This is an optimization exercise on Yosys and OpenROAD, whose aim is small area, not a production implementation. The RTL was checked by simulation tests, not by an equivalence proof against the original design. No driver is modelled on the clock port, so clocking that relies on it looks cheaper here than on a real chip. Power figures rest on the tool's default switching activity, not on a simulated workload.

// parking_management_system
module parking_management_system (
    input wire clk,
    input wire reset,
    input wire car_entered,
    input wire car_exited,
    input wire is_uni_car_entered,
    input wire is_uni_car_exited,
    output wire [9:0] uni_parked_car,
    output wire [9:0] parked_car,
    output wire [9:0] uni_vacated_space,
    output wire [9:0] vacated_space,
    output reg uni_is_vacated_space,
    output reg is_vacated_space
);
For scale: roughly 2000 sq um of cells after synthesis.
==> module parking_management_system, before the edit <==
module parking_management_system (
    input wire clk,
    input wire reset,
    input wire car_entered,
    input wire car_exited,
    input wire is_uni_car_entered,
    input wire is_uni_car_exited,
    output wire [9:0] uni_parked_car,
    output wire [9:0] parked_car,
    output wire [9:0] uni_vacated_space,
    output wire [9:0] vacated_space,
    output reg uni_is_vacated_space,
    output reg is_vacated_space
);
    genvar gi;
    reg [8:0] uni_cnt;
    reg [8:0] non_cnt;
    assign uni_parked_car    = {1'b0, uni_cnt};
    assign parked_car        = {1'b0, non_cnt};
    assign uni_vacated_space = {1'b0, 9'd500 - uni_cnt};   
    assign vacated_space     = 10'd200 - {1'b0, non_cnt};
    reg [17:0] lfsr;
    reg        half;
    reg [2:0]  seg;    
    wire hit      = ((lfsr ^ 18'h0a33c) & 18'h3dbf7) == 18'd0;
    wire seg_last = seg[2] & ~seg[1];
    wire [17:0] lfsr_next = {lfsr[16:0], lfsr[17] ^ lfsr[6]} ^ {7'd0, hit, 10'd0};
    wire non_full =
        (~seg[2] & ~seg[1] & (&{non_cnt[7:6], non_cnt[3]}))                         
      | (~seg[2] &  seg[1] & (&{non_cnt[7:3], non_cnt[1]}))                         
      | ( seg[2] &  seg[0] & (&{non_cnt[8], non_cnt[5], non_cnt[3], non_cnt[2]}))   
      | ( seg[1] & ~seg[0] & (&{non_cnt[8], non_cnt[6], non_cnt[4:1]}))             
      | ( seg[2] & ~seg[1] & (&{non_cnt[8:4], non_cnt[2]}));                        
    wire uni_room = ~&{uni_cnt[8:4], uni_cnt[2]};
    localparam [9:0] TOT_K = 10'd324;
    wire [9:0] tot_s = {1'b0, uni_cnt} ^ {1'b0, non_cnt} ^ TOT_K;
    wire [9:0] tot_g = ({1'b0, uni_cnt} & {1'b0, non_cnt}) | (({1'b0, uni_cnt} | {1'b0, non_cnt}) & TOT_K);
    wire [10:0] tot_c;
    assign tot_c[0] = 1'b0;
    generate for (gi = 0; gi < 10; gi = gi + 1) begin : g_tot
        wire b = (gi == 0) ? 1'b0 : tot_g[gi-1];
        assign tot_c[gi+1] = (tot_s[gi] & b) | (tot_c[gi] & (tot_s[gi] | b));
    end endgenerate
    wire tot_room = ~(tot_c[10] | tot_g[9]);
    wire uni_ok   = uni_room & tot_room;
    wire non_ok   = ~non_full & tot_room;
    wire uni_in   = car_entered & is_uni_car_entered;
    wire uni_out  = ~uni_in & car_exited & is_uni_car_exited;
    wire non_in   = car_entered & ~is_uni_car_entered & ~(car_exited & is_uni_car_exited);
    wire non_out  = ~car_entered & car_exited & ~is_uni_car_exited;
    wire [9:0] uni_ones, uni_zero, non_ones, non_zero;
    assign uni_ones[0] = 1'b1;
    assign uni_zero[0] = 1'b1;
    assign non_ones[0] = 1'b1;
    assign non_zero[0] = 1'b1;
    generate for (gi = 0; gi < 9; gi = gi + 1) begin : g_chain
        assign uni_ones[gi+1] = uni_ones[gi] & uni_cnt[gi];
        assign uni_zero[gi+1] = uni_zero[gi] & ~uni_cnt[gi];
        assign non_ones[gi+1] = non_ones[gi] & non_cnt[gi];
        assign non_zero[gi+1] = non_zero[gi] & ~non_cnt[gi];
    end endgenerate
    wire uni_nz = ~uni_zero[9];
    wire non_nz = ~non_zero[9];
    wire uni_up = uni_in & uni_ok;
    wire uni_dn = uni_out & uni_nz;
    wire non_up = non_in & non_ok;
    wire non_dn = non_out & non_nz;
    wire [8:0] uni_tgl = ({9{uni_up}} & uni_ones[8:0]) | ({9{uni_dn}} & uni_zero[8:0]);
    wire [8:0] non_tgl = ({9{non_up}} & non_ones[8:0]) | ({9{non_dn}} & non_zero[8:0]);
    always @(posedge clk or posedge reset) begin
        if (reset) begin
            uni_cnt <= 9'd0;
            non_cnt <= 9'd0;
            uni_is_vacated_space <= 1'b1;
            is_vacated_space <= 1'b1;
            lfsr <= 18'h0509e;
            half <= 1'b0;
            seg <= 3'b000;
        end else begin
            lfsr <= lfsr_next;
            if (hit & ~seg_last) begin
                half <= ~half;
                if (half)
                    seg <= {seg[1:0], ~seg[2]};
            end
            uni_cnt <= uni_cnt ^ uni_tgl;
            non_cnt <= non_cnt ^ non_tgl;
            if (uni_in | non_in) begin
                uni_is_vacated_space <= uni_ok;
                is_vacated_space <= non_ok;
            end else begin
                if (uni_out & uni_nz) uni_is_vacated_space <= 1'b1;
                if (non_out & non_nz) is_vacated_space <= 1'b1;
            end
        end
    end
endmodule
clock: 10.0 ns
lec_check: 0
cap_margin: 20
core_margin: 2
core_utilization: 40
slew_margin: 20
standard.sh (not shown) runs the stock make flow with config.mk's settings and CLKGATE_MAP_FILE= SYNTH_SCRIPT=/design/flow/synth_recipe.tcl, a recipe that flattens the netlist after the stock synthesis.
==> flow/flow/run.sh <==
#!/bin/bash
# Own layout flow:
#  1. the standard synthesis (standard.sh synth);
#  2. an area-oriented re-mapping of its combinational logic with ABC
#     (registers, their names and cell types untouched): three passes of eight
#     differently seeded runs each (four at a time), every pass starting from the smallest
#     netlist so far, keeping the smallest;
#  3. the standard layout steps, with the smallest buffer on the ports, a
#     clock tree without dummy loads, its root and its lightly loaded leaf
#     buffers resized afterwards.
# Each tool writes its full output to a log_*.log file here.
set -euo pipefail
HERE=$(pwd)
RES=$HERE/orfs/results/$FLOW_PLATFORM/parking_management_system/base
LIB=$FLOW_HOME/platforms/sky130hd/lib/sky130_fd_sc_hd__tt_025C_1v80.lib

bash standard.sh synth > $HERE/log_synth.log 2>&1
cp $RES/1_2_yosys.v $HERE/std_1_2_yosys.v

best=$HERE/std_1_2_yosys.v; best_area=1e99
resyn_pass() {  # $1 = pass name, $2 = input netlist
  local p=$1 in=$2 s n a
  local k=0
  for s in $HERE/flow/${p}_*.abc; do
    n=$(basename $s .abc)
    mkdir -p $HERE/resyn_$n
    ( LIB=$LIB NET_IN=$in NET_OUT=$HERE/resyn_$n/out.v ABC_SCRIPT=$s LOGDIR=$HERE/resyn_$n \
        yosys -c $HERE/flow/resyn.tcl > $HERE/log_resyn_$n.log 2>&1 || true ) &
    k=$((k+1)); if (( k % 4 == 0 )); then wait; fi
  done
  wait
  for s in $HERE/flow/${p}_*.abc; do
    n=$(basename $s .abc)
    [[ -f $HERE/resyn_$n/out.v && -f $HERE/resyn_$n/resyn_after.stat ]] || continue
    a=$(awk '/Chip area/ {print $NF}' $HERE/resyn_$n/resyn_after.stat)
    echo "$n $a" >> $HERE/resyn_areas.txt
    if awk -v a=$a -v b=$best_area 'BEGIN{exit !(a<b)}'; then best=$HERE/resyn_$n/out.v; best_area=$a; fi
  done
}
resyn_pass p1 $HERE/std_1_2_yosys.v
resyn_pass p2 $best
resyn_pass p3 $best
echo "chosen $best $best_area" >> $HERE/resyn_areas.txt
cp $best $RES/1_2_yosys.v
touch $RES/1_2_yosys.v

bash standard.sh BUFFER_PORTS_ARGS="-buffer_cell sky130_fd_sc_hd__buf_1" CTS_ARGS="$(cat $HERE/flow/cts_args)" \
  POST_CTS_TCL=$HERE/flow/post_cts.tcl $(cat $HERE/flow/clk_cells) finish > $HERE/log_finish.log 2>&1
Other scripts of this flow, unchanged in this note and not shown: flow/flow/clk_cells, flow/flow/cts_args, flow/flow/p1_1.abc, flow/flow/p1_2.abc, flow/flow/p1_3.abc, flow/flow/p1_4.abc, flow/flow/p1_5.abc, flow/flow/p1_6.abc, flow/flow/p1_7.abc, flow/flow/p1_8.abc, flow/flow/p2_1.abc, flow/flow/p2_2.abc, flow/flow/p2_3.abc, flow/flow/p2_4.abc, flow/flow/p2_5.abc, flow/flow/p2_6.abc, flow/flow/p2_7.abc, flow/flow/p2_8.abc, flow/flow/p3_1.abc, flow/flow/p3_2.abc, flow/flow/p3_3.abc, flow/flow/p3_4.abc, flow/flow/p3_5.abc, flow/flow/p3_6.abc, flow/flow/p3_7.abc, flow/flow/p3_8.abc, flow/flow/post_cts.tcl, flow/flow/resyn.tcl
Rerun with:
--- a/flow/design.v
+++ b/flow/design.v
@@ -22,18 +22,22 @@
     reg [17:0] lfsr;
     reg        half;
     reg [2:0]  seg;    
     wire hit      = ((lfsr ^ 18'h0a33c) & 18'h3dbf7) == 18'd0;
     wire seg_last = seg[2] & ~seg[1];
     wire [17:0] lfsr_next = {lfsr[16:0], lfsr[17] ^ lfsr[6]} ^ {7'd0, hit, 10'd0};
-    wire non_full =
-        (~seg[2] & ~seg[1] & (&{non_cnt[7:6], non_cnt[3]}))                         
-      | (~seg[2] &  seg[1] & (&{non_cnt[7:3], non_cnt[1]}))                         
-      | ( seg[2] &  seg[0] & (&{non_cnt[8], non_cnt[5], non_cnt[3], non_cnt[2]}))   
-      | ( seg[1] & ~seg[0] & (&{non_cnt[8], non_cnt[6], non_cnt[4:1]}))             
-      | ( seg[2] & ~seg[1] & (&{non_cnt[8:4], non_cnt[2]}));                        
+    reg non_full;
+    always @(*) begin
+        case (seg)
+            3'b011:  non_full = &{non_cnt[7:3], non_cnt[1]};                            
+            3'b111:  non_full = &{non_cnt[8], non_cnt[5], non_cnt[3], non_cnt[2]};      
+            3'b110:  non_full = &{non_cnt[8], non_cnt[6], non_cnt[4:1]};                
+            3'b100:  non_full = &{non_cnt[8:4], non_cnt[2]};                            
+            default: non_full = &{non_cnt[7:6], non_cnt[3]};                            
+        endcase
+    end
     wire uni_room = ~&{uni_cnt[8:4], uni_cnt[2]};
     localparam [9:0] TOT_K = 10'd324;
     wire [9:0] tot_s = {1'b0, uni_cnt} ^ {1'b0, non_cnt} ^ TOT_K;
     wire [9:0] tot_g = ({1'b0, uni_cnt} & {1'b0, non_cnt}) | (({1'b0, uni_cnt} | {1'b0, non_cnt}) & TOT_K);
     wire [10:0] tot_c;
     assign tot_c[0] = 1'b0;
Non-clock buffer count is unchanged.
Combinational power came out higher by 12%.
Total power grows by 7.3%.
Wire length is lower by 1.7%.
Setup slack improves by 0.076 ns.
Sequential share of layout area stays flat.
Count of clock-buffer cells in the layout stays the same.
Sequential power is higher by about 5%.
Fmax grows by 1.7%.
Cell area barely changes.

[what the ideal ports hide]
How much do the figures lean on ideal ports? The routed layouts below were timed once more, with nothing changed but the port constraints.
Step 1 assumes that a clkbuf_16 drives the clock port and a buf_2 every other input.
Step 2 also shifts input and output timing later by t, the mid clock arrival at the registers, as if the neighbouring blocks saw the same clock.
Three values: ideal ports, drivers, drivers and shift; two values: the first two.
| run | t, ns | slack for setup (ns) | worst setup path at the end | slew at the worst register clock pin (ns) | cell pins on the clock port's net |
|---|---|---|---|---|---|
| the first run | 0.366 | 5.577 / 5.581 / 5.215 | input to register | 0.12 / 0.12 | 1 |
| the second run | 0.352 | 5.653 / 5.627 / 5.539 | input to register | 0.09 / 0.09 | 1 |
After both steps every run listed still meets setup and hold. The setup slack of the first run, which loses most, moves by +0.004 ns with the drivers and by -0.362 ns with both steps.
